This is an optimization exercise on Yosys and OpenROAD, whose aim is small area, not a production implementation. The RTL was checked by simulation tests, not by an equivalence proof against the original design. No activity file was given, so power comes from the tool's default toggle rates.

== the reference run ==
// uart16550
module uart16550(
    input clk, rst,
    input wr, rd,
    input [2:0] addr,
    input [7:0] din,
    input rx,
    output [7:0] dout,
    output tx
);
Size in the first run: about 390 flip-flops, roughly 25 I/O pins, about 17,000 µm² of cells after synthesis.
Settings: LEC_CHECK=0, ABC_AREA=1, CAP_MARGIN=20, CORE_MARGIN=2, CORE_UTILIZATION=60, CTS_BUF_LIST=sky130_fd_sc_hd__clkbuf_8, CTS_CLUSTER_SIZE=40, PLACE_DENSITY=0.7, SLEW_MARGIN=20; clock period 10.0 ns.
run.sh (not shown) runs the stock make flow with config.mk's settings and CLKGATE_MAP_FILE= SYNTH_SCRIPT=/design/flow/synth_recipe.tcl, a recipe that flattens the netlist after the stock synthesis.
What the trial run does differently from the reference run at the input level:
Settings: swapping 0.7 for 0.6 in PLACE_DENSITY; swapping sky130_fd_sc_hd__clkbuf_8 for sky130_fd_sc_hd__clkbuf_4 in CTS_BUF_LIST; swapping 40 for 30 in CTS_CLUSTER_SIZE; swapping 60 for 40 in CORE_UTILIZATION.
Notes after the runs:
Taking the reference run as the reference, in the trial run worst hold slack after final layout saw a decrease; share of cell area taken by flip-flops and latches saw a decrease; post-route standard cell area excluding fillers saw an increase; wire length saw an increase.
Total leakage power grows slightly when moving from the reference run to the trial run.
Diff the reference run -> the trial run | floorplan die area | up by more than a quarter
Row number of clock buffer instances in the layout: the trial run higher / the reference run lower
Setup WNS the reference run -> the trial run: better

---

Another version of the RTL of uart16550 (not shown whole).
Size in the first run: ~1,500 cells after synthesis, ~390 flip-flops, about 25 I/O pins, about 16,000 um2 of cells after synthesis.
// uart16550
module uart16550(
    input clk, rst,
    input wr, rd,
    input [2:0] addr,
    input [7:0] din,
    input rx,
    output [7:0] dout,
    output tx
);
    wire tx_push, rx_pop, tx_rst, rx_rst, fifo_ena, baud_pulse;
    wire [7:0] lcr;
    wire [7:0] tx_fifo_out, rx_fifo_out, rx_data;
    wire tx_fifo_empty, tx_pop;
    wire rx_push, rx_parity_error, rx_frame_error;
    wire rx_fifo_empty, rx_fifo_overrun;
    wire tx_fifo_overrun;
    uart_registers regs (
        .clk(clk), .rst(rst), .wr(wr), .rd(rd),
        .rx_fifo_empty(rx_fifo_empty),
        .rx_output_error(rx_fifo_overrun),
        .rx_parity_error(rx_parity_error),
        .rx_frame_error(rx_frame_error),
        .addr(addr), .din(din), .rx_fifo_in(rx_fifo_out),
        .tx_push(tx_push), .rx_pop(rx_pop), .tx_rst(tx_rst), .rx_rst(rx_rst),
        .fifo_ena(fifo_ena), .dout(dout), .lcr(lcr), .baud_out(baud_pulse)
    );
    fifo tx_fifo (
        .rst(rst), .clk(clk), .clr(tx_rst), .en(fifo_ena),
        .push_in(tx_push), .pop_in(tx_pop), .din(din),
        .dout(tx_fifo_out), .empty(tx_fifo_empty), .overrun(tx_fifo_overrun)
    );
    uart_tx_top utx (
        .clk(clk), .rst(rst), .baud_pulse(baud_pulse),
        .parity_enable(lcr[3]), .tx_hold_reg_empty(tx_fifo_empty),
        .stop_bit(lcr[2]), .sticky_parity(lcr[5]), .even_parity_select(lcr[4]),
        .set_break(lcr[6]), .din(tx_fifo_out), .wls(lcr[1:0]),
        .pop(tx_pop), .tx(tx)
    );
    uart_rx_top urx (
        .clk(clk), .rst(rst), .baud_pulse(baud_pulse), .rx(rx),
        .parity_enable(lcr[3]), .sticky_parity(lcr[5]), .even_parity_select(lcr[4]),
        .wls(lcr[1:0]),
        .push(rx_push), .parity_error(rx_parity_error), .frame_error(rx_frame_error),
        .dout(rx_data)
    );
    fifo rx_fifo (
        .rst(rst), .clk(clk), .clr(rx_rst), .en(fifo_ena),
        .push_in(rx_push), .pop_in(rx_pop), .din(rx_data),
        .dout(rx_fifo_out), .empty(rx_fifo_empty), .overrun(rx_fifo_overrun)
    );
endmodule
clock: 10.0 ns
lec_check: 0
abc_area: 1
cap_margin: 20
core_margin: 2
core_utilization: 60
cts_buf_list: sky130_fd_sc_hd__clkbuf_8 sky130_fd_sc_hd__clkbuf_16
cts_cluster_diameter: 100
cts_cluster_size: 30
place_density: 0.7
slew_margin: 20
standard.sh (not shown) runs the stock make flow with config.mk's settings and CLKGATE_MAP_FILE= SYNTH_SCRIPT=/design/flow/synth_recipe.tcl, a recipe that flattens the netlist after the stock synthesis.
==> flow/flow/run.sh <==
#!/bin/bash
# Own layout flow: the standard ORFS flow with two changes:
#  - the port buffers are buf_1 cells instead of the default choice
#  - clock tree synthesis clusters the register clock pins into larger
#    groups driven by clkbuf_16 and inserts no dummy loads
# Every step's full output is in the ORFS logs under orfs/logs; make's own
# output is in flow_make.log.
set -euo pipefail
bash standard.sh \
  BUFFER_PORTS_ARGS="-buffer_cell sky130_fd_sc_hd__buf_1" \
  CTS_ARGS="-sink_clustering_enable -repair_clock_nets -sink_clustering_size 20 -sink_clustering_max_diameter 80 -buf_list {sky130_fd_sc_hd__clkbuf_8} -dont_use_dummy_load" \
  finish > flow_make.log 2>&1
The baseline finished clean.
Next try:
--- a/flow/flow/run.sh
+++ b/flow/flow/run.sh
@@ -9,4 +9,4 @@
 bash standard.sh \
   BUFFER_PORTS_ARGS="-buffer_cell sky130_fd_sc_hd__buf_1" \
-  CTS_ARGS="-sink_clustering_enable -repair_clock_nets -sink_clustering_size 20 -sink_clustering_max_diameter 80 -buf_list {sky130_fd_sc_hd__clkbuf_8} -dont_use_dummy_load" \
+  CTS_ARGS="-sink_clustering_enable -repair_clock_nets -sink_clustering_size 20 -sink_clustering_max_diameter 50 -buf_list {sky130_fd_sc_hd__clkbuf_8} -dont_use_dummy_load" \
   finish > flow_make.log 2>&1
Worst setup slack degrades by 11 ps.
Fmax hardly moves.
Via count is higher by 0.48%.
Final area is higher by 1.1%.
Sequential share of layout area is lower by 0.72 points.
Wire length is higher by 0.77%.
Non-clock buffer count does not change.
Clock skew is higher by 7.1 ps.
Count of clock-buffer cells in the layout is higher by 14.
Utilization is higher by 0.72 points.
First-iteration DRC count is lower by 0.77%.
Next try:
--- a/flow/flow/run.sh
+++ b/flow/flow/run.sh
@@ -9,4 +9,4 @@
 bash standard.sh \
   BUFFER_PORTS_ARGS="-buffer_cell sky130_fd_sc_hd__buf_1" \
-  CTS_ARGS="-sink_clustering_enable -repair_clock_nets -sink_clustering_size 20 -sink_clustering_max_diameter 50 -buf_list {sky130_fd_sc_hd__clkbuf_8} -dont_use_dummy_load" \
+  CTS_ARGS="-sink_clustering_enable -repair_clock_nets -sink_clustering_size 18 -sink_clustering_max_diameter 80 -buf_list {sky130_fd_sc_hd__clkbuf_8} -dont_use_dummy_load" \
   finish > flow_make.log 2>&1
=> Clock-buffer cell count drops by 12. Die area does not change. Register-to-register slack loses 20 ps. Total power decreases by 4.1%. Hold slack gains 4.1 ps. Final area decreases by 0.96%. Routed wire length falls by 1.0%. Final cell count falls by 0.64%. Synthesized cell count stays the same. Non-clock buffer count does not change. Utilization came out lower by 0.62 points.
Next try:
==> flow/run.sh (new file) <==
#!/bin/bash
# synth_recipe.tcl (not shown) runs the flow's synth.tcl, then flattens the netlist and writes it again
# the make line also repeats each setting of config.mk as NAME=value (left out here)
make -C /OpenROAD-flow-scripts/flow DESIGN_CONFIG=/design/flow/config.mk WORK_HOME=/design/flow/orfs CLKGATE_MAP_FILE= SYNTH_SCRIPT=/design/flow/synth_recipe.tcl finish
removed: flow/flow/run.sh
removed: flow/standard.sh
Utilization goes up by 1.0 points.
Cell count is about the same.
Die area is unchanged.
Global-route usage goes down by 0.46 points.
Hold slack stays flat.

==> afterwards: timing with drivers on the ports <==
How much do the figures lean on ideal ports? The routed layouts below were timed once more, with nothing changed but the port constraints.
Step 1, drivers: a clkbuf_16 drives clk and a buf_2 each remaining input, both assumed.
Step 2 adds t to the input delays and takes it off the output delays; t is the mean of the earliest and latest rising clock arrival at the registers after step 1. Input paths then give back, and output paths get back, about the clock's delay inside the block.
Three values: ideal ports, drivers, drivers and shift; two values: the first two.
| run | t (ns) | setup slack, ns | pins driven straight from the clock port |
|---|---|---|---|
| the reference run | 0.629 | 5.023 / 5.050 / 4.421 | 1 |
| the trial run | 0.839 | 5.322 / 5.349 / 4.511 | 1 |
| the first run of note 2 | 0.605 | 5.803 / 5.828 / 5.223 | 1 |
| the second run of note 2 | 0.583 | 5.791 / 5.818 / 5.235 | 1 |
| the third run of note 2 | 0.625 | 5.810 / 5.835 / 5.210 | 1 |
| the fourth run of note 2 | 0.564 | 5.422 / 5.449 / 4.885 | 1 |
After both steps setup and hold are still met in every run listed. For the trial run, which loses most, drivers alone change the setup slack by +0.027 ns; drivers and shift together by -0.811 ns.
